What follows belongs to an exercise in optimizing a design on an open flow for small area; a production flow would make more cautious choices. Function was checked by simulation only, so behaviour that the tests miss may differ from the original. No activity file was given, so power comes from the tool's default toggle rates.

===== run.sh =====
#!/bin/bash
# synth_recipe.tcl (not shown) runs the flow's synth.tcl, then flattens the netlist and writes it again
# the make line also repeats each setting of config.mk as NAME=value (left out here)
make -C /OpenROAD-flow-scripts/flow DESIGN_CONFIG=/design/flow/config.mk WORK_HOME=/design/flow/orfs CLKGATE_MAP_FILE= SYNTH_SCRIPT=/design/flow/synth_recipe.tcl finish

===== config.mk =====
export PLATFORM = sky130hd
export DESIGN_NAME = read_data
export DESIGN_NICKNAME = read_data
export VERILOG_FILES = /design/flow/design.v
export SDC_FILE = /design/flow/constraint.sdc
export NUM_CORES = 4
export LEC_CHECK = 0
export CAP_MARGIN = 20
export CORE_MARGIN = 2
export CORE_UTILIZATION = 40
export SLEW_MARGIN = 20

===== constraint.sdc =====
create_clock -name core_clock -period 12.0 [get_ports {clk}]
set_input_delay 2.4000 -clock core_clock [delete_from_list [all_inputs] [get_ports {clk}]]
set_output_delay 2.4000 -clock core_clock [all_outputs]
set_load 0.01 [all_outputs]

===== design.v =====
`timescale 1ns/1ns
module dual_port_RAM #(parameter DEPTH = 16,
					   parameter WIDTH = 8)(
	 input wclk
	,input wenc
	,input [$clog2(DEPTH)-1:0] waddr  
	,input [WIDTH-1:0] wdata      	
	,input rclk
	,input [$clog2(DEPTH)-1:0] raddr  
	,output reg [WIDTH-1:0] rdata 		
);
reg [WIDTH-1:0] RAM_MEM [0:DEPTH-1];
always @(posedge wclk) begin
	if(wenc)
		RAM_MEM[waddr] <= wdata;
end 
always @(posedge rclk) begin
		rdata <= RAM_MEM[raddr];
end 
endmodule  
module streamfifo#(
	parameter	WIDTH = 8,
	parameter 	DEPTH = 16
)(
	input 					clk		, 
	input 					rst_n	,
    input                   push_valid,
    output                  push_ready,
    input 		[WIDTH-1:0]	push_payload,
    input                   flush,
    output                  pop_valid,
    input                   pop_ready,
    output      [WIDTH-1:0]	pop_payload,
    output      [$clog2(DEPTH) : 0]  wr_num
);
    wire                    wenc;
    reg [$clog2(DEPTH) : 0] waddr;
    reg [$clog2(DEPTH) : 0] raddr;
    reg [$clog2(DEPTH) : 0] waddr_q;
    reg [$clog2(DEPTH) : 0] raddr_q;
    wire    wfull;
    wire    rempty;
    assign wfull = (waddr_q[$clog2(DEPTH)] != raddr_q[$clog2(DEPTH)]) && (waddr_q[$clog2(DEPTH)-1 : 0] == raddr_q[$clog2(DEPTH)-1 : 0]);
    assign rempty = (waddr_q == raddr_q);
    always @(*) begin
        if(flush)
            waddr = 'd0;
        else if (push_valid && push_ready)
            waddr = waddr_q + 'd1;
        else
            waddr = waddr_q;
    end
    always @(posedge clk or negedge rst_n) begin
        if (!rst_n)
            waddr_q <= 'b0;
        else
            waddr_q <= waddr;
    end
    assign push_ready = !wfull;
    always @(*) begin
       if(flush)
            raddr = 'd0;
        else if (pop_valid && pop_ready)
            raddr = raddr_q + 'd1;
        else 
            raddr = raddr_q;
    end
    always @(posedge clk or negedge rst_n) begin
        if (!rst_n)
            raddr_q <= 'b0;
        else
            raddr_q <= raddr;
    end
    assign wr_num = (waddr_q[$clog2(DEPTH)] != raddr_q[$clog2(DEPTH)]) ? ({1'b1,waddr_q[$clog2(DEPTH)-1 :0]} - {1'b0,raddr_q[$clog2(DEPTH)-1 :0]}) : (waddr_q - raddr_q);
    reg  valid_reg;
    always@(posedge clk or negedge rst_n) begin
        if(!rst_n)
            valid_reg <= 1'b0;
        else
            valid_reg <= (waddr_q == raddr);
    end
    assign pop_valid = (!rempty) && (!valid_reg);
    dual_port_RAM #(.DEPTH (DEPTH),
                    .WIDTH (WIDTH))
    dual_port (
        .wclk  (clk  ),
        .wenc  (push_valid && push_ready),
        .waddr (waddr_q[$clog2(DEPTH)-1:0]),
        .wdata (push_payload),
        .rclk  (clk  ),
        .raddr (raddr[$clog2(DEPTH)-1:0]),
        .rdata (pop_payload)
    );
endmodule
module read_data_fifo(
    input clk,
    input rst_n,
    input  [ 5:0] m_axi_r_rid,
    input  [31:0] m_axi_r_rdata,
    input  [ 1:0] m_axi_r_rresp,
    input         m_axi_r_rlast,
    input         m_axi_r_valid,
    output        m_axi_r_ready,
    output [ 3:0] s_to_m0_axi_r_rid,
    output [31:0] s_to_m0_axi_r_rdata,
    output [ 1:0] s_to_m0_axi_r_rresp,
    output        s_to_m0_axi_r_rlast,
    output        s_to_m0_axi_r_valid,
    input         s_to_m0_axi_r_ready,
    output [ 3:0] s_to_m1_axi_r_rid,
    output [31:0] s_to_m1_axi_r_rdata,
    output [ 1:0] s_to_m1_axi_r_rresp,
    output        s_to_m1_axi_r_rlast,
    output        s_to_m1_axi_r_valid,
    input         s_to_m1_axi_r_ready,
    output [ 3:0] s_to_m2_axi_r_rid,
    output [31:0] s_to_m2_axi_r_rdata,
    output [ 1:0] s_to_m2_axi_r_rresp,
    output        s_to_m2_axi_r_rlast,
    output        s_to_m2_axi_r_valid,
    input         s_to_m2_axi_r_ready
);
    wire [38:0]  fifo0_push_payload;
    wire [38:0]  fifo0_pop_payload;
    wire         fifo0_push_valid;
    wire         fifo0_push_ready;
    wire         fifo0_pop_valid;
    wire         fifo0_pop_ready;
    assign fifo0_push_valid =  m_axi_r_valid && (m_axi_r_rid[5:4] == 2'b00);
    assign fifo0_push_payload = {m_axi_r_rid[3:0],m_axi_r_rresp,m_axi_r_rlast,m_axi_r_rdata};
    streamfifo #(.WIDTH(39),
             .DEPTH(8))
     master0_datafifo(
        .clk         (clk),
        .rst_n       (rst_n),
        .push_payload(fifo0_push_payload),
        .push_ready  (fifo0_push_ready),
        .push_valid  (fifo0_push_valid),
        .pop_payload (fifo0_pop_payload),
        .pop_ready   (fifo0_pop_ready),
        .pop_valid   (fifo0_pop_valid),
        .flush(1'b0)
     );
    assign s_to_m0_axi_r_rid    = fifo0_pop_payload[38:35]; 
    assign s_to_m0_axi_r_rdata  = fifo0_pop_payload[31:0];
    assign s_to_m0_axi_r_rresp  = fifo0_pop_payload[34:33];
    assign s_to_m0_axi_r_rlast  = fifo0_pop_payload[32];
    assign s_to_m0_axi_r_valid  = fifo0_pop_valid;
    assign fifo0_pop_ready = s_to_m0_axi_r_ready;
    wire [38:0]  fifo1_push_payload;
    wire [38:0]  fifo1_pop_payload;
    wire         fifo1_push_valid;
    wire         fifo1_push_ready;
    wire         fifo1_pop_valid;
    wire         fifo1_pop_ready;
    assign fifo1_push_valid =  m_axi_r_valid && (m_axi_r_rid[5:4] == 2'b01);
    assign fifo1_push_payload = {m_axi_r_rid[3:0],m_axi_r_rresp,m_axi_r_rlast,m_axi_r_rdata};
    streamfifo #(.WIDTH(39),
             .DEPTH(8))
     master1_datafifo(
        .clk         (clk),
        .rst_n       (rst_n),
        .push_payload(fifo1_push_payload),
        .push_ready  (fifo1_push_ready),
        .push_valid  (fifo1_push_valid),
        .pop_payload (fifo1_pop_payload),
        .pop_ready   (fifo1_pop_ready),
        .pop_valid   (fifo1_pop_valid),
        .flush(1'b0)
     );
    assign s_to_m1_axi_r_rid    = fifo1_pop_payload[38:35]; 
    assign s_to_m1_axi_r_rdata  = fifo1_pop_payload[31:0];
    assign s_to_m1_axi_r_rresp  = fifo1_pop_payload[34:33];
    assign s_to_m1_axi_r_rlast  = fifo1_pop_payload[32];
    assign s_to_m1_axi_r_valid  = fifo1_pop_valid;
    assign fifo1_pop_ready = s_to_m1_axi_r_ready;
    wire [38:0]  fifo2_push_payload;
    wire [38:0]  fifo2_pop_payload;
    wire         fifo2_push_valid;
    wire         fifo2_push_ready;
    wire         fifo2_pop_valid;
    wire         fifo2_pop_ready;
    assign fifo2_push_valid =  m_axi_r_valid && (m_axi_r_rid[5:4] == 2'b10);
    assign fifo2_push_payload = {m_axi_r_rid[3:0],m_axi_r_rresp,m_axi_r_rlast,m_axi_r_rdata};
    streamfifo #(.WIDTH(39),
             .DEPTH(8))
     master2_datafifo(
        .clk         (clk),
        .rst_n       (rst_n),
        .push_payload(fifo2_push_payload),
        .push_ready  (fifo2_push_ready),
        .push_valid  (fifo2_push_valid),
        .pop_payload (fifo2_pop_payload),
        .pop_ready   (fifo2_pop_ready),
        .pop_valid   (fifo2_pop_valid),
        .flush(1'b0)
     );
    assign s_to_m2_axi_r_rid    = fifo2_pop_payload[38:35]; 
    assign s_to_m2_axi_r_rdata  = fifo2_pop_payload[31:0];
    assign s_to_m2_axi_r_rresp  = fifo2_pop_payload[34:33];
    assign s_to_m2_axi_r_rlast  = fifo2_pop_payload[32];
    assign s_to_m2_axi_r_valid  = fifo2_pop_valid;
    assign fifo2_pop_ready = s_to_m2_axi_r_ready;
    assign m_axi_r_ready = (m_axi_r_rid[5:4] == 2'b00) ? fifo0_push_ready :
                           (m_axi_r_rid[5:4] == 2'b01) ? fifo1_push_ready :
                           (m_axi_r_rid[5:4] == 2'b10) ? fifo2_push_ready : 1'b1;
endmodule
module read_data_arbiter(
    input clk,
    input rst_n,
    input  [ 5:0] s0_to_m_axi_r_rid,
    input  [31:0] s0_to_m_axi_r_rdata,
    input  [ 1:0] s0_to_m_axi_r_rresp,
    input         s0_to_m_axi_r_rlast,
    input         s0_to_m_axi_r_valid,
    output        s0_to_m_axi_r_ready,
    input  [ 5:0] s1_to_m_axi_r_rid,
    input  [31:0] s1_to_m_axi_r_rdata,
    input  [ 1:0] s1_to_m_axi_r_rresp,
    input         s1_to_m_axi_r_rlast,
    input         s1_to_m_axi_r_valid,
    output        s1_to_m_axi_r_ready,
    input  [ 5:0] s2_to_m_axi_r_rid,
    input  [31:0] s2_to_m_axi_r_rdata,
    input  [ 1:0] s2_to_m_axi_r_rresp,
    input         s2_to_m_axi_r_rlast,
    input         s2_to_m_axi_r_valid,
    output        s2_to_m_axi_r_ready,
    output [ 3:0] s_axi_r_rid,
    output [31:0] s_axi_r_rdata,
    output [ 1:0] s_axi_r_rresp,
    output        s_axi_r_rlast,
    output        s_axi_r_valid,
    input         s_axi_r_ready,
    output        s_axi_fifo_r_rlast,
    input  [ 3:0]  m_transaction_invalidid0,
    input  [ 3:0]  m_transaction_invalidid1,
    input  [ 3:0]  m_transaction_invalidid2,
    input  [ 7:0]  m_invalid_len0,
    input  [ 7:0]  m_invalid_len1,
    input  [ 7:0]  m_invalid_len2,
    input  [ 2:0]  minvalid,
    output         s_vir_rlast,
    output [ 2:0]  s_vir_rid,
    input   [3:0] r_transactionid0,
    input   [3:0] r_transactionid1,
    input   [3:0] r_transactionid2,
    input   [2:0] itemvalid,
    input   [2:0] fkflag
);
    reg [7:0] invalid_len;
    reg [7:0] invalid_count;
    reg [3:0] invalid_rid;
    wire      m_invalid = |minvalid && (invalid_count < invalid_len);
    wire      m_invalid_rlast;
    always@(posedge clk or negedge rst_n) begin
        if(!rst_n)
            invalid_len <= 8'd0;
        else if(minvalid[0])
            invalid_len <= m_invalid_len0;
        else if(minvalid[1])
            invalid_len <= m_invalid_len1;
        else if(minvalid[2])
            invalid_len <= m_invalid_len2;
    end
    always@(posedge clk or negedge rst_n) begin
        if(!rst_n)
            invalid_rid <= 4'd0;
        else if(minvalid[0])
            invalid_rid <= m_transaction_invalidid0;
        else if(minvalid[1])
            invalid_rid <= m_transaction_invalidid1;
        else if(minvalid[2])
            invalid_rid <= m_transaction_invalidid2;
    end
    wire [ 3:0]  req;
    wire [ 3:0]  grant;
    always@(posedge clk or negedge rst_n) begin
        if(!rst_n)
            invalid_count <= 8'd0;
        else if(invalid_count == invalid_len)
                invalid_count <= 8'd0;
        else if(grant[3] && s_axi_r_ready )
                invalid_count <= invalid_count + 1'd1;
    end
    assign m_invalid_rlast = (grant[3] && s_axi_r_ready ) && (invalid_count == invalid_len - 1); 
    assign s_vir_rlast = m_invalid_rlast;
    assign s_vir_rid = invalid_rid;
    assign req = {m_invalid,s2_to_m_axi_r_valid,s1_to_m_axi_r_valid,s0_to_m_axi_r_valid};
    reg [3:0] prio_q;
    always @(posedge clk or negedge rst_n) begin
        if(!rst_n)
            prio_q <= 3'd1;
        else if((|req) && s_axi_r_ready)
            prio_q <= {grant[2:0],grant[3]};
        else
            prio_q <= prio_q;
    end
    reg  [ 3:0] s_axi_arbiter_r_rid;
    reg  [31:0] s_axi_arbiter_r_rdata;
    reg  [ 1:0] s_axi_arbiter_r_rresp;
    reg         s_axi_arbiter_r_rlast;
    always @(*) begin
        case(grant) 
            4'b0001: begin
                s_axi_arbiter_r_rid    = s0_to_m_axi_r_rid;  
                s_axi_arbiter_r_rdata  = s0_to_m_axi_r_rdata;
                s_axi_arbiter_r_rresp  = s0_to_m_axi_r_rresp;
                s_axi_arbiter_r_rlast  = s0_to_m_axi_r_rlast;  
            end
            4'b0010: begin
                s_axi_arbiter_r_rid    = s1_to_m_axi_r_rid;  
                s_axi_arbiter_r_rdata  = s1_to_m_axi_r_rdata;
                s_axi_arbiter_r_rresp  = s1_to_m_axi_r_rresp;
                s_axi_arbiter_r_rlast  = s1_to_m_axi_r_rlast;
            end
            4'b0100: begin
                s_axi_arbiter_r_rid    = s2_to_m_axi_r_rid;  
                s_axi_arbiter_r_rdata  = s2_to_m_axi_r_rdata;
                s_axi_arbiter_r_rresp  = s2_to_m_axi_r_rresp;
                s_axi_arbiter_r_rlast  = s2_to_m_axi_r_rlast;
            end
            4'b1000: begin
                s_axi_arbiter_r_rid    = invalid_rid;  
                s_axi_arbiter_r_rdata  = 32'd0;
                s_axi_arbiter_r_rresp  = 2'b11;
                s_axi_arbiter_r_rlast  = m_invalid_rlast;
            end
            default: begin
                s_axi_arbiter_r_rid    = 4'd0;
                s_axi_arbiter_r_rdata  = 32'd0;
                s_axi_arbiter_r_rresp  = 2'b00;
                s_axi_arbiter_r_rlast  = 1'b0;
            end
        endcase
    end
    wire [7:0] double_req = {req,req};
    wire [7:0] double_grant = double_req & ~(double_req - prio_q);
    reg lock;
    always@(posedge clk or negedge rst_n) begin
        if(!rst_n) 
            lock <= 1'b0;
        else if((|req) && !s_axi_r_ready)
            lock <= 1'b1;
        else if(s_axi_r_ready)
            lock <= 1'b0;
    end
    reg [3:0] grant_q;
    always@(posedge clk or negedge rst_n) begin
        if(!rst_n)
            grant_q <= 4'd0;
        else
            grant_q <= grant;
    end
    assign grant = lock ? grant_q : double_grant[7:4] | double_grant[3:0];
    assign s0_to_m_axi_r_ready = grant[0] && s_axi_r_ready;
    assign s1_to_m_axi_r_ready = grant[1] && s_axi_r_ready;
    assign s2_to_m_axi_r_ready = grant[2] && s_axi_r_ready;
    wire [ 3:0]  fifo_push_payload_rid;
    wire [31:0]  fifo_push_payload_rdata;
    wire [ 1:0]  fifo_push_payload_rresp;
    wire         fifo_push_payload_last;
     wire rid_match0,rid_match1,rid_match2;
     assign rid_match0 = (s_axi_arbiter_r_rid == r_transactionid0) && itemvalid[0] && s_axi_r_valid;
     assign rid_match1 = (s_axi_arbiter_r_rid == r_transactionid1) && itemvalid[1] && s_axi_r_valid;
     assign rid_match2 = (s_axi_arbiter_r_rid == r_transactionid2) && itemvalid[2] && s_axi_r_valid;
     wire [2:0] rid_fk = {rid_match0,rid_match1,rid_match2};
     wire rid_fkmatchleast = (rid_match0 && fkflag[0]) || (rid_match1 && fkflag[1]) || (rid_match2 && fkflag[2]);
     wire rid_fkmatch = ((rid_fk == 3'b100) || (rid_fk == 3'b010) || (rid_fk == 3'b001)) && rid_fkmatchleast;
    assign  s_axi_r_rid = s_axi_arbiter_r_rid;
    assign  s_axi_r_rresp = s_axi_arbiter_r_rresp;
    assign  s_axi_r_rlast = s_axi_arbiter_r_rlast && (!rid_fkmatch);
    assign  s_axi_r_rdata = s_axi_arbiter_r_rdata;
    assign  s_axi_fifo_r_rlast = s_axi_arbiter_r_rlast;
     assign s_axi_r_valid = |grant;
endmodule
module read_data(
    input clk,
    input rst_n,
    input  [ 5:0] m0_axi_r_rid,
    input  [31:0] m0_axi_r_rdata,
    input  [ 1:0] m0_axi_r_rresp,
    input         m0_axi_r_rlast,
    input         m0_axi_r_valid,
    output        m0_axi_r_ready,
    input  [ 5:0] m1_axi_r_rid,
    input  [31:0] m1_axi_r_rdata,
    input  [ 1:0] m1_axi_r_rresp,
    input         m1_axi_r_rlast,
    input         m1_axi_r_valid,
    output        m1_axi_r_ready,
    input  [ 5:0] m2_axi_r_rid,
    input  [31:0] m2_axi_r_rdata,
    input  [ 1:0] m2_axi_r_rresp,
    input         m2_axi_r_rlast,
    input         m2_axi_r_valid,
    output        m2_axi_r_ready,
    output [ 3:0] s0_axi_r_rid,
    output [31:0] s0_axi_r_rdata,
    output [ 1:0] s0_axi_r_rresp,
    output        s0_axi_r_rlast,
    output        s0_axi_r_valid,
    input         s0_axi_r_ready,
    output        s0_axi_fifo_r_rlast,
    output [ 3:0] s1_axi_r_rid,
    output [31:0] s1_axi_r_rdata,
    output [ 1:0] s1_axi_r_rresp,
    output        s1_axi_r_rlast,
    output        s1_axi_r_valid,
    input         s1_axi_r_ready,
    output        s1_axi_fifo_r_rlast, 
    output [ 3:0] s2_axi_r_rid,
    output [31:0] s2_axi_r_rdata,
    output [ 1:0] s2_axi_r_rresp,
    output        s2_axi_r_rlast,
    output        s2_axi_r_valid,
    input         s2_axi_r_ready,
    output        s2_axi_fifo_r_rlast,     
    input  [ 3:0]  m0_transaction_invalidid0,
    input  [ 3:0]  m0_transaction_invalidid1,
    input  [ 3:0]  m0_transaction_invalidid2,
    input  [ 7:0]  m0_invalid_len0,
    input  [ 7:0]  m0_invalid_len1,
    input  [ 7:0]  m0_invalid_len2,
    input  [ 2:0]  m0invalid,
    input  [ 3:0]  m1_transaction_invalidid0,
    input  [ 3:0]  m1_transaction_invalidid1,
    input  [ 3:0]  m1_transaction_invalidid2,
    input  [ 7:0]  m1_invalid_len0,
    input  [ 7:0]  m1_invalid_len1,
    input  [ 7:0]  m1_invalid_len2,
    input  [ 2:0]  m1invalid,
    input  [ 3:0]  m2_transaction_invalidid0,
    input  [ 3:0]  m2_transaction_invalidid1,
    input  [ 3:0]  m2_transaction_invalidid2,
    input  [ 7:0]  m2_invalid_len0,
    input  [ 7:0]  m2_invalid_len1,
    input  [ 7:0]  m2_invalid_len2,
    input  [ 2:0]  m2invalid,
    output         s0_vir_rlast,
    output [ 2:0]  s0_vir_rid,
    output         s1_vir_rlast,
    output [ 2:0]  s1_vir_rid,
    output         s2_vir_rlast,
    output [ 2:0]  s2_vir_rid,
    input   [3:0] m0_r_transactionid0,
    input   [3:0] m0_r_transactionid1,
    input   [3:0] m0_r_transactionid2,
    input   [2:0] m0_itemvalid,
    input   [2:0] m0_fkflag,
    input   [3:0] m1_r_transactionid0,
    input   [3:0] m1_r_transactionid1,
    input   [3:0] m1_r_transactionid2,
    input   [2:0] m1_itemvalid,
    input   [2:0] m1_fkflag,
    input   [3:0] m2_r_transactionid0,
    input   [3:0] m2_r_transactionid1,
    input   [3:0] m2_r_transactionid2,
    input   [2:0] m2_itemvalid,
    input   [2:0] m2_fkflag
);
    wire [ 3:0] s0_to_m0_axi_r_rid;
    wire [31:0] s0_to_m0_axi_r_rdata;
    wire [ 1:0] s0_to_m0_axi_r_rresp;
    wire        s0_to_m0_axi_r_rlast;
    wire        s0_to_m0_axi_r_valid;
    wire        s0_to_m0_axi_r_ready;
    wire [ 3:0] s0_to_m1_axi_r_rid;
    wire [31:0] s0_to_m1_axi_r_rdata;
    wire [ 1:0] s0_to_m1_axi_r_rresp;
    wire        s0_to_m1_axi_r_rlast;
    wire        s0_to_m1_axi_r_valid;
    wire        s0_to_m1_axi_r_ready;
    wire [ 3:0] s0_to_m2_axi_r_rid;
    wire [31:0] s0_to_m2_axi_r_rdata;
    wire [ 1:0] s0_to_m2_axi_r_rresp;
    wire        s0_to_m2_axi_r_rlast;
    wire        s0_to_m2_axi_r_valid;
    wire        s0_to_m2_axi_r_ready;
read_data_fifo slave0rdata(
    .clk                 (clk),
    .rst_n               (rst_n),
    .m_axi_r_rid           (m0_axi_r_rid  ),
    .m_axi_r_rdata         (m0_axi_r_rdata),
    .m_axi_r_rresp         (m0_axi_r_rresp),
    .m_axi_r_rlast         (m0_axi_r_rlast),
    .m_axi_r_valid         (m0_axi_r_valid),
    .m_axi_r_ready         (m0_axi_r_ready),
    .s_to_m0_axi_r_rid     (s0_to_m0_axi_r_rid  ),               
    .s_to_m0_axi_r_rdata   (s0_to_m0_axi_r_rdata),               
    .s_to_m0_axi_r_rresp   (s0_to_m0_axi_r_rresp),               
    .s_to_m0_axi_r_rlast   (s0_to_m0_axi_r_rlast),               
    .s_to_m0_axi_r_valid   (s0_to_m0_axi_r_valid),               
    .s_to_m0_axi_r_ready   (s0_to_m0_axi_r_ready),               
    .s_to_m1_axi_r_rid     (s0_to_m1_axi_r_rid),  
    .s_to_m1_axi_r_rdata   (s0_to_m1_axi_r_rdata),
    .s_to_m1_axi_r_rresp   (s0_to_m1_axi_r_rresp),
    .s_to_m1_axi_r_rlast   (s0_to_m1_axi_r_rlast),
    .s_to_m1_axi_r_valid   (s0_to_m1_axi_r_valid),
    .s_to_m1_axi_r_ready   (s0_to_m1_axi_r_ready),
    .s_to_m2_axi_r_rid     (s0_to_m2_axi_r_rid),  
    .s_to_m2_axi_r_rdata   (s0_to_m2_axi_r_rdata),
    .s_to_m2_axi_r_rresp   (s0_to_m2_axi_r_rresp),
    .s_to_m2_axi_r_rlast   (s0_to_m2_axi_r_rlast),
    .s_to_m2_axi_r_valid   (s0_to_m2_axi_r_valid),
    .s_to_m2_axi_r_ready   (s0_to_m2_axi_r_ready)
    );
    wire [ 3:0] s1_to_m0_axi_r_rid;
    wire [31:0] s1_to_m0_axi_r_rdata;
    wire [ 1:0] s1_to_m0_axi_r_rresp;
    wire        s1_to_m0_axi_r_rlast;
    wire        s1_to_m0_axi_r_valid;
    wire        s1_to_m0_axi_r_ready;
    wire [ 3:0] s1_to_m1_axi_r_rid;
    wire [31:0] s1_to_m1_axi_r_rdata;
    wire [ 1:0] s1_to_m1_axi_r_rresp;
    wire        s1_to_m1_axi_r_rlast;
    wire        s1_to_m1_axi_r_valid;
    wire        s1_to_m1_axi_r_ready;
    wire [ 3:0] s1_to_m2_axi_r_rid;
    wire [31:0] s1_to_m2_axi_r_rdata;
    wire [ 1:0] s1_to_m2_axi_r_rresp;
    wire        s1_to_m2_axi_r_rlast;
    wire        s1_to_m2_axi_r_valid;
    wire        s1_to_m2_axi_r_ready;
read_data_fifo slave1rdata(
    .clk                 (clk),
    .rst_n               (rst_n),
    .m_axi_r_rid           (m1_axi_r_rid  ),
    .m_axi_r_rdata         (m1_axi_r_rdata),
    .m_axi_r_rresp         (m1_axi_r_rresp),
    .m_axi_r_rlast         (m1_axi_r_rlast),
    .m_axi_r_valid         (m1_axi_r_valid),
    .m_axi_r_ready         (m1_axi_r_ready),
    .s_to_m0_axi_r_rid     (s1_to_m0_axi_r_rid),               
    .s_to_m0_axi_r_rdata   (s1_to_m0_axi_r_rdata),               
    .s_to_m0_axi_r_rresp   (s1_to_m0_axi_r_rresp),               
    .s_to_m0_axi_r_rlast   (s1_to_m0_axi_r_rlast),               
    .s_to_m0_axi_r_valid   (s1_to_m0_axi_r_valid),               
    .s_to_m0_axi_r_ready   (s1_to_m0_axi_r_ready),               
    .s_to_m1_axi_r_rid     (s1_to_m1_axi_r_rid),  
    .s_to_m1_axi_r_rdata   (s1_to_m1_axi_r_rdata),
    .s_to_m1_axi_r_rresp   (s1_to_m1_axi_r_rresp),
    .s_to_m1_axi_r_rlast   (s1_to_m1_axi_r_rlast),
    .s_to_m1_axi_r_valid   (s1_to_m1_axi_r_valid),
    .s_to_m1_axi_r_ready   (s1_to_m1_axi_r_ready),
    .s_to_m2_axi_r_rid     (s1_to_m2_axi_r_rid),  
    .s_to_m2_axi_r_rdata   (s1_to_m2_axi_r_rdata),
    .s_to_m2_axi_r_rresp   (s1_to_m2_axi_r_rresp),
    .s_to_m2_axi_r_rlast   (s1_to_m2_axi_r_rlast),
    .s_to_m2_axi_r_valid   (s1_to_m2_axi_r_valid),
    .s_to_m2_axi_r_ready   (s1_to_m2_axi_r_ready)
    );
    wire [ 3:0] s2_to_m0_axi_r_rid;
    wire [31:0] s2_to_m0_axi_r_rdata;
    wire [ 1:0] s2_to_m0_axi_r_rresp;
    wire        s2_to_m0_axi_r_rlast;
    wire        s2_to_m0_axi_r_valid;
    wire        s2_to_m0_axi_r_ready;
    wire [ 3:0] s2_to_m1_axi_r_rid;
    wire [31:0] s2_to_m1_axi_r_rdata;
    wire [ 1:0] s2_to_m1_axi_r_rresp;
    wire        s2_to_m1_axi_r_rlast;
    wire        s2_to_m1_axi_r_valid;
    wire        s2_to_m1_axi_r_ready;
    wire [ 3:0] s2_to_m2_axi_r_rid;
    wire [31:0] s2_to_m2_axi_r_rdata;
    wire [ 1:0] s2_to_m2_axi_r_rresp;
    wire        s2_to_m2_axi_r_rlast;
    wire        s2_to_m2_axi_r_valid;
    wire        s2_to_m2_axi_r_ready;
read_data_fifo slave2rdata(
    .clk                 (clk),
    .rst_n               (rst_n),
    .m_axi_r_rid           (m2_axi_r_rid  ),
    .m_axi_r_rdata         (m2_axi_r_rdata),
    .m_axi_r_rresp         (m2_axi_r_rresp),
    .m_axi_r_rlast         (m2_axi_r_rlast),
    .m_axi_r_valid         (m2_axi_r_valid),
    .m_axi_r_ready         (m2_axi_r_ready),
    .s_to_m0_axi_r_rid     (s2_to_m0_axi_r_rid),               
    .s_to_m0_axi_r_rdata   (s2_to_m0_axi_r_rdata),               
    .s_to_m0_axi_r_rresp   (s2_to_m0_axi_r_rresp),               
    .s_to_m0_axi_r_rlast   (s2_to_m0_axi_r_rlast),               
    .s_to_m0_axi_r_valid   (s2_to_m0_axi_r_valid),               
    .s_to_m0_axi_r_ready   (s2_to_m0_axi_r_ready),               
    .s_to_m1_axi_r_rid     (s2_to_m1_axi_r_rid),  
    .s_to_m1_axi_r_rdata   (s2_to_m1_axi_r_rdata),
    .s_to_m1_axi_r_rresp   (s2_to_m1_axi_r_rresp),
    .s_to_m1_axi_r_rlast   (s2_to_m1_axi_r_rlast),
    .s_to_m1_axi_r_valid   (s2_to_m1_axi_r_valid),
    .s_to_m1_axi_r_ready   (s2_to_m1_axi_r_ready),
    .s_to_m2_axi_r_rid     (s2_to_m2_axi_r_rid),  
    .s_to_m2_axi_r_rdata   (s2_to_m2_axi_r_rdata),
    .s_to_m2_axi_r_rresp   (s2_to_m2_axi_r_rresp),
    .s_to_m2_axi_r_rlast   (s2_to_m2_axi_r_rlast),
    .s_to_m2_axi_r_valid   (s2_to_m2_axi_r_valid),
    .s_to_m2_axi_r_ready   (s2_to_m2_axi_r_ready)
    );
read_data_arbiter m0_rdarb(
    .clk                 (clk),
    .rst_n               (rst_n),
    .s0_to_m_axi_r_rid       (s0_to_m0_axi_r_rid),  
    .s0_to_m_axi_r_rdata     (s0_to_m0_axi_r_rdata),
    .s0_to_m_axi_r_rresp     (s0_to_m0_axi_r_rresp),
    .s0_to_m_axi_r_rlast     (s0_to_m0_axi_r_rlast),
    .s0_to_m_axi_r_valid     (s0_to_m0_axi_r_valid),
    .s0_to_m_axi_r_ready     (s0_to_m0_axi_r_ready),
    .s1_to_m_axi_r_rid       (s1_to_m0_axi_r_rid),  
    .s1_to_m_axi_r_rdata     (s1_to_m0_axi_r_rdata),
    .s1_to_m_axi_r_rresp     (s1_to_m0_axi_r_rresp),
    .s1_to_m_axi_r_rlast     (s1_to_m0_axi_r_rlast),
    .s1_to_m_axi_r_valid     (s1_to_m0_axi_r_valid),
    .s1_to_m_axi_r_ready     (s1_to_m0_axi_r_ready),
    .s2_to_m_axi_r_rid       (s2_to_m0_axi_r_rid),  
    .s2_to_m_axi_r_rdata     (s2_to_m0_axi_r_rdata),
    .s2_to_m_axi_r_rresp     (s2_to_m0_axi_r_rresp),
    .s2_to_m_axi_r_rlast     (s2_to_m0_axi_r_rlast),
    .s2_to_m_axi_r_valid     (s2_to_m0_axi_r_valid),
    .s2_to_m_axi_r_ready     (s2_to_m0_axi_r_ready),
    .s_axi_r_rid        (s0_axi_r_rid),               
    .s_axi_r_rdata      (s0_axi_r_rdata),               
    .s_axi_r_rresp      (s0_axi_r_rresp),               
    .s_axi_r_rlast      (s0_axi_r_rlast),               
    .s_axi_r_valid      (s0_axi_r_valid),               
    .s_axi_r_ready      (s0_axi_r_ready),               
    .s_axi_fifo_r_rlast (s0_axi_fifo_r_rlast),
    .m_transaction_invalidid0(m0_transaction_invalidid0),                           
    .m_transaction_invalidid1(m0_transaction_invalidid1),                           
    .m_transaction_invalidid2(m0_transaction_invalidid2),                           
    .m_invalid_len0          (m0_invalid_len0),               
    .m_invalid_len1          (m0_invalid_len1),               
    .m_invalid_len2          (m0_invalid_len2),               
    .minvalid                (m0invalid),                                      
    .s_vir_rlast             (s0_vir_rlast),                            
    .s_vir_rid               (s0_vir_rid),    
    .r_transactionid0        (m0_r_transactionid0),                       
    .r_transactionid1        (m0_r_transactionid1),                       
    .r_transactionid2        (m0_r_transactionid2),                       
    .itemvalid               (m0_itemvalid),               
    .fkflag                  (m0_fkflag)
    );
read_data_arbiter m1_rdarb(
    .clk                 (clk),
    .rst_n               (rst_n),
    .s0_to_m_axi_r_rid      (s0_to_m1_axi_r_rid),  
    .s0_to_m_axi_r_rdata    (s0_to_m1_axi_r_rdata),
    .s0_to_m_axi_r_rresp    (s0_to_m1_axi_r_rresp),
    .s0_to_m_axi_r_rlast    (s0_to_m1_axi_r_rlast),
    .s0_to_m_axi_r_valid    (s0_to_m1_axi_r_valid),
    .s0_to_m_axi_r_ready    (s0_to_m1_axi_r_ready),
    .s1_to_m_axi_r_rid      (s1_to_m1_axi_r_rid),  
    .s1_to_m_axi_r_rdata    (s1_to_m1_axi_r_rdata),
    .s1_to_m_axi_r_rresp    (s1_to_m1_axi_r_rresp),
    .s1_to_m_axi_r_rlast    (s1_to_m1_axi_r_rlast),
    .s1_to_m_axi_r_valid    (s1_to_m1_axi_r_valid),
    .s1_to_m_axi_r_ready    (s1_to_m1_axi_r_ready),
    .s2_to_m_axi_r_rid      (s2_to_m1_axi_r_rid),  
    .s2_to_m_axi_r_rdata    (s2_to_m1_axi_r_rdata),
    .s2_to_m_axi_r_rresp    (s2_to_m1_axi_r_rresp),
    .s2_to_m_axi_r_rlast    (s2_to_m1_axi_r_rlast),
    .s2_to_m_axi_r_valid    (s2_to_m1_axi_r_valid),
    .s2_to_m_axi_r_ready    (s2_to_m1_axi_r_ready),
    .s_axi_r_rid        (s1_axi_r_rid),               
    .s_axi_r_rdata      (s1_axi_r_rdata),               
    .s_axi_r_rresp      (s1_axi_r_rresp),               
    .s_axi_r_rlast      (s1_axi_r_rlast),               
    .s_axi_r_valid      (s1_axi_r_valid),               
    .s_axi_r_ready      (s1_axi_r_ready),               
    .s_axi_fifo_r_rlast (s1_axi_fifo_r_rlast),
    .m_transaction_invalidid0(m1_transaction_invalidid0),                           
    .m_transaction_invalidid1(m1_transaction_invalidid1),                           
    .m_transaction_invalidid2(m1_transaction_invalidid2),                           
    .m_invalid_len0          (m1_invalid_len0),               
    .m_invalid_len1          (m1_invalid_len1),               
    .m_invalid_len2          (m1_invalid_len2),               
    .minvalid                (m1invalid),                                      
    .s_vir_rlast             (s1_vir_rlast),                            
    .s_vir_rid               (s1_vir_rid),    
    .r_transactionid0        (m1_r_transactionid0),                       
    .r_transactionid1        (m1_r_transactionid1),                       
    .r_transactionid2        (m1_r_transactionid2),                       
    .itemvalid               (m1_itemvalid),               
    .fkflag                  (m1_fkflag)
    );
read_data_arbiter m2_rdarb(
    .clk                 (clk),
    .rst_n               (rst_n),
    .s0_to_m_axi_r_rid     (s0_to_m2_axi_r_rid),  
    .s0_to_m_axi_r_rdata   (s0_to_m2_axi_r_rdata),
    .s0_to_m_axi_r_rresp   (s0_to_m2_axi_r_rresp),
    .s0_to_m_axi_r_rlast   (s0_to_m2_axi_r_rlast),
    .s0_to_m_axi_r_valid   (s0_to_m2_axi_r_valid),
    .s0_to_m_axi_r_ready   (s0_to_m2_axi_r_ready),
    .s1_to_m_axi_r_rid     (s1_to_m2_axi_r_rid),  
    .s1_to_m_axi_r_rdata   (s1_to_m2_axi_r_rdata),
    .s1_to_m_axi_r_rresp   (s1_to_m2_axi_r_rresp),
    .s1_to_m_axi_r_rlast   (s1_to_m2_axi_r_rlast),
    .s1_to_m_axi_r_valid   (s1_to_m2_axi_r_valid),
    .s1_to_m_axi_r_ready   (s1_to_m2_axi_r_ready),
    .s2_to_m_axi_r_rid     (s2_to_m2_axi_r_rid),  
    .s2_to_m_axi_r_rdata   (s2_to_m2_axi_r_rdata),
    .s2_to_m_axi_r_rresp   (s2_to_m2_axi_r_rresp),
    .s2_to_m_axi_r_rlast   (s2_to_m2_axi_r_rlast),
    .s2_to_m_axi_r_valid   (s2_to_m2_axi_r_valid),
    .s2_to_m_axi_r_ready   (s2_to_m2_axi_r_ready),
    .s_axi_r_rid        (s2_axi_r_rid),               
    .s_axi_r_rdata      (s2_axi_r_rdata),               
    .s_axi_r_rresp      (s2_axi_r_rresp),               
    .s_axi_r_rlast      (s2_axi_r_rlast),               
    .s_axi_r_valid      (s2_axi_r_valid),               
    .s_axi_r_ready      (s2_axi_r_ready),               
    .s_axi_fifo_r_rlast (s2_axi_fifo_r_rlast),
    .m_transaction_invalidid0(m2_transaction_invalidid0),                           
    .m_transaction_invalidid1(m2_transaction_invalidid1),                           
    .m_transaction_invalidid2(m2_transaction_invalidid2),                           
    .m_invalid_len0          (m2_invalid_len0),               
    .m_invalid_len1          (m2_invalid_len1),               
    .m_invalid_len2          (m2_invalid_len2),               
    .minvalid                (m2invalid),                                      
    .s_vir_rlast             (s2_vir_rlast),                            
    .s_vir_rid               (s2_vir_rid),    
    .r_transactionid0        (m2_r_transactionid0),                       
    .r_transactionid1        (m2_r_transactionid1),                       
    .r_transactionid2        (m2_r_transactionid2),                       
    .itemvalid               (m2_itemvalid),               
    .fkflag                  (m2_fkflag)
    );
endmodule

==> flow_summary.toml <==
[sta]
finalSetupTns_ns = 0
fin_crit_sh_pct = 93.1
worst_pin_slew_ns = 1.28
hold_ws_ns = 0.491
slew_viol_final = 0
rsz0062_at_grt = "no"
hold_viol = 0
finClkSkew_ns = 0.0555
min_period_ns = 11.18
relSlewSlack_pct = 14.4
max_freq_mhz = 89.5
fin_ws_ns = 0.822
setup_viol = 0

[job]
max_cap_viol_count = 0

[cts]
clock_path_buffers = 4
clock_latency_ns = 0.93
cts_root_buf = "clkbuf_16"
hold_buffers = 0
cts_tree = "done"
cts_buffers = 349
path_clk_slew_ns = 0.06
cts_setup_buffers = 0
ctsHtreeMaxLevel = 5
cts.sink_count = 3327
cts_resized = 0

[synth]
synthTopCellsByCount = "2808 x edfxtp_1, 910 x nand2_1, 546 x mux4_2"
ys_seq_area_share_pct = 75.1
synth-seq-cells = 3327
synth_edf_count = 2808
ys_types = 90
synth_mux_area_share_pct = 12.7
synth_ff_type = "edfxtp_1"
syn-cell-area_um2 = 127000
yosys.area.top_type_share_pct = 66.3
synth-compound-area-share_pct = 2.58
yosysTopAreaCell = "edfxtp_1"
synthSimpleGateAreaFrac_pct = 6.02
synthAdderAreaFrac_pct = 0.608
yosysMostFrequentCell = "edfxtp_1"
yosys_warnings = 12
synth-xor-area-share_pct = 1.30
async_flop_share_pct = 5.05
syn_nets = 7554
synthCells = 7192
synthTopCellsByArea = "edfxtp_1 66%, mux4_2 9.7%, dfxtp_1 5.5%"
syn_avg_cell_area_um2 = 17.7
synth_top_family_by_area = "multiplexers"

[critical_path]
crit_chain = "clkdlybuf4s50_1 > nor3_2 > buf_4 > a211oi_1 > o211ai_1 > inv_1 > ha_1 > o21ba_2 > o31a_1 > o31a_1 > clkinv_1 > a211oi_1 > nand2_1 > o211ai_1 > mux2_2 > nor4_1 > and4b_1 > nor3_1 > clkdlybuf4s50_1"
start_kind = "input port"
critPathBufInv = 5
crit_fanout = 25
cp_slowest_cell = "clkdlybuf4s50_1"
end_kind = "primary output"
worstPathRequired_ns = 9.60
setup.worst_path.class = "input port to primary output"
cp_data_arrival_time_ns = 8.78
slowest_delay_ns = 0.94
crit_family = "compound AO/OA/AOI/OAI gates"

[detailed_routing]
viasPerCell = 5.61
vias = 68800
drt_first_pass_iters = 9
drc = 0
wire_per_inst_um = 30.1
routed_wl_mm = 369
drt-initial-drc-count = 8224
ant_nets = 0

[finish]
design_area_um2 = 149000
num-nets-final = 8109
fillCellCount = 26400
layout-drive-gt1-share_pct = 20.5
syn2layout_area_growth_pct = 16.9

[placed_design]
dp_hpwl_mm = 226
portBuffers = 439
placed_cell_area_um2 = 137000
place_ws_ns = 0.947
place_congestion = 0.853

[floorplanning]
boundaryPins = 440
core_um2 = 317000
dieHeight_um = 568
die_w_um = 568
num_rows = 207
die-area_um2 = 323000
initial_core_util_pct = 40.1

[grt]
grt_first_pass_wirelength_mm = 515
grt_max_degree = 158
grt_usage_pct = 22.5
grt_pass1_vias = 67400
grt_overflow = 0
antenna_found_initial = 68

[hold_path]
hold_path_class = "register to register"

[pwr]
p_sw_share_pct = 37.4
p_clk_share_pct = 24.6
p_sw_mw = 16.3
p_seq_share_pct = 35.3
power_leakage_nw = 50.1
p_int_mw = 27.2
irDropWorstVdd_uv = 310
power_density_nw_per_um2 = 292
p_comb_share_pct = 40.1

[run_status]
outcome = "no timing/DRC/antenna violations"
==> power by group through the flow <==
| stage | registers (mW) | clock network, mW | logic, mW |
|---|---|---|---|
| CTS | 15.3 | 10.9 | 17.7 |
| detailed placement | 15.5 | 0 | 17.6 |
| global route | 15.4 | 11.3 | 18.7 |
| floorplan | 14.4 | 0 | 11.0 |
| finish | 15.3 | 10.7 | 17.4 |
| global placement | 15.6 | 0 | 17.3 |
==> cells by family (layout without fill, tap and decap cells) <==
logic type	after synthesis	count (layout)
fa+ha+maj	60	60
flops	3327	3327
mux	898	898
compound gates	467	467
xor+xnor	184	184
buf+inv	529	1381
other cells	0	27
simple gates	1727	1727
==> stage by stage <==
stage,cells,util [%],power [mW]
2_1_floorplan,7192,-,25.4
3_5_place_dp,11600,43.3,33.1
3_3_place_gp,11600,43.3,32.9
4_1_cts,12200,46.9,43.9
6_report,12300,46.9,43.4
5_1_grt,12200,46.9,45.3
==> cells in the final DEF (no fill, tap or decap), drive strengths merged, types with 51 or more instances in the layout <==
cell type      synthesis  final
clkinv                 2    103
dfrtp                165    165
a21oi                 65     65
mux2i                 57     57
nor3                  51     51
xor2                  75     75
mux4                 546    546
nand3                430    430
inv                  155    168
nand2                911    911
o21ai                158    158
mux2                 295    295
buf                  105    137
xnor2                109    109
clkdlybuf4s50          0    438
ha                    57     57
a222oi                66     66
dfxtp                351    351
edfxtp              2808   2808
nor2                 179    179
clkbuf               267    502
==> final timing paths <==
kind | from | to | cells past startpoint | slack (ns)
worst max-delay path | m1invalid[1] | s1_axi_r_rlast | 19 | 0.82
worst min-delay path | slave2rdata.master2_datafifo.waddr_q[3]$_DFFE_PN0P_ | slave2rdata.master2_datafifo.waddr_q[3]$_DFFE_PN0P_ | 1 | 0.49
worst max register to register | slave2rdata.master2_datafifo.waddr_q[0]$_DFFE_PN0P_ | slave1rdata.master2_datafifo.dual_port.rdata[20]$_DFF_P_ | 18 | 5.09
worst min register to register | slave2rdata.master2_datafifo.waddr_q[3]$_DFFE_PN0P_ | slave2rdata.master2_datafifo.waddr_q[3]$_DFFE_PN0P_ | 1 | 0.49
max in group asynchronous | rst_n | slave1rdata.master2_datafifo.raddr_q[3]$_DFF_PN0_ | 2 | 8.79
min in group asynchronous | rst_n | slave0rdata.master0_datafifo.raddr_q[3]$_DFF_PN0_ | 1 | 1.59
==> layer usage <==
layer | vias to the layer above | share of wire (%) | global-route usage (%)
li1 | 29100 | - | -
met4 | 12 | 3.7 | 8.32
met5 | - | 0.021 | 0
met3 | 476 | 7.4 | 3.76
met1 | 36400 | 41 | 31.0
met2 | 2809 | 48 | 36.1
==> cell type report <==
type / instances / area, um^2 / share of cell area, %
Antenna cell: 27 / 67.6 / 0.0454
Clock buffer: 501 / 9890 / 6.65
Clock inverter: 147 / 1560 / 1.05
Inverter: 157 / 596 / 0.400
Multi-Input combinational cell: 3336 / 30400 / 20.4
Sequential cell: 3327 / 95600 / 64.2
Tap cell: 4180 / 5230 / 3.51
Timing Repair Buffer: 576 / 5500 / 3.70

-- afterwards: timing with drivers on the ports --
In the flow no input, the clock included, has a driving cell. The finished layout below was timed again as built, in two steps. Step 1 sets driving cells, clkbuf_16 on the clock port and buf_2 on the other inputs (assumed; they add their load-dependent delay and slew). Step 2 times the ports against the registers' clock, not the clock port: input delays grow and output delays shrink by t, the midpoint of the rising clock arrivals with the driver on. a / b / c = ideal ports / drivers / drivers and shift; a / b = the first two.
t, ns: 1.005
setup WS [ns]: 0.822 / 0.791 / 0.791
worst setup path at the end: input to output
clock arrival spread, ns: 0.064 / 0.064
worst register clock-pin slew, ns: 0.07 / 0.07
After both steps setup and hold are still met in this run. For this run, drivers alone change the setup slack by -0.031 ns; drivers and shift together by -0.031 ns.
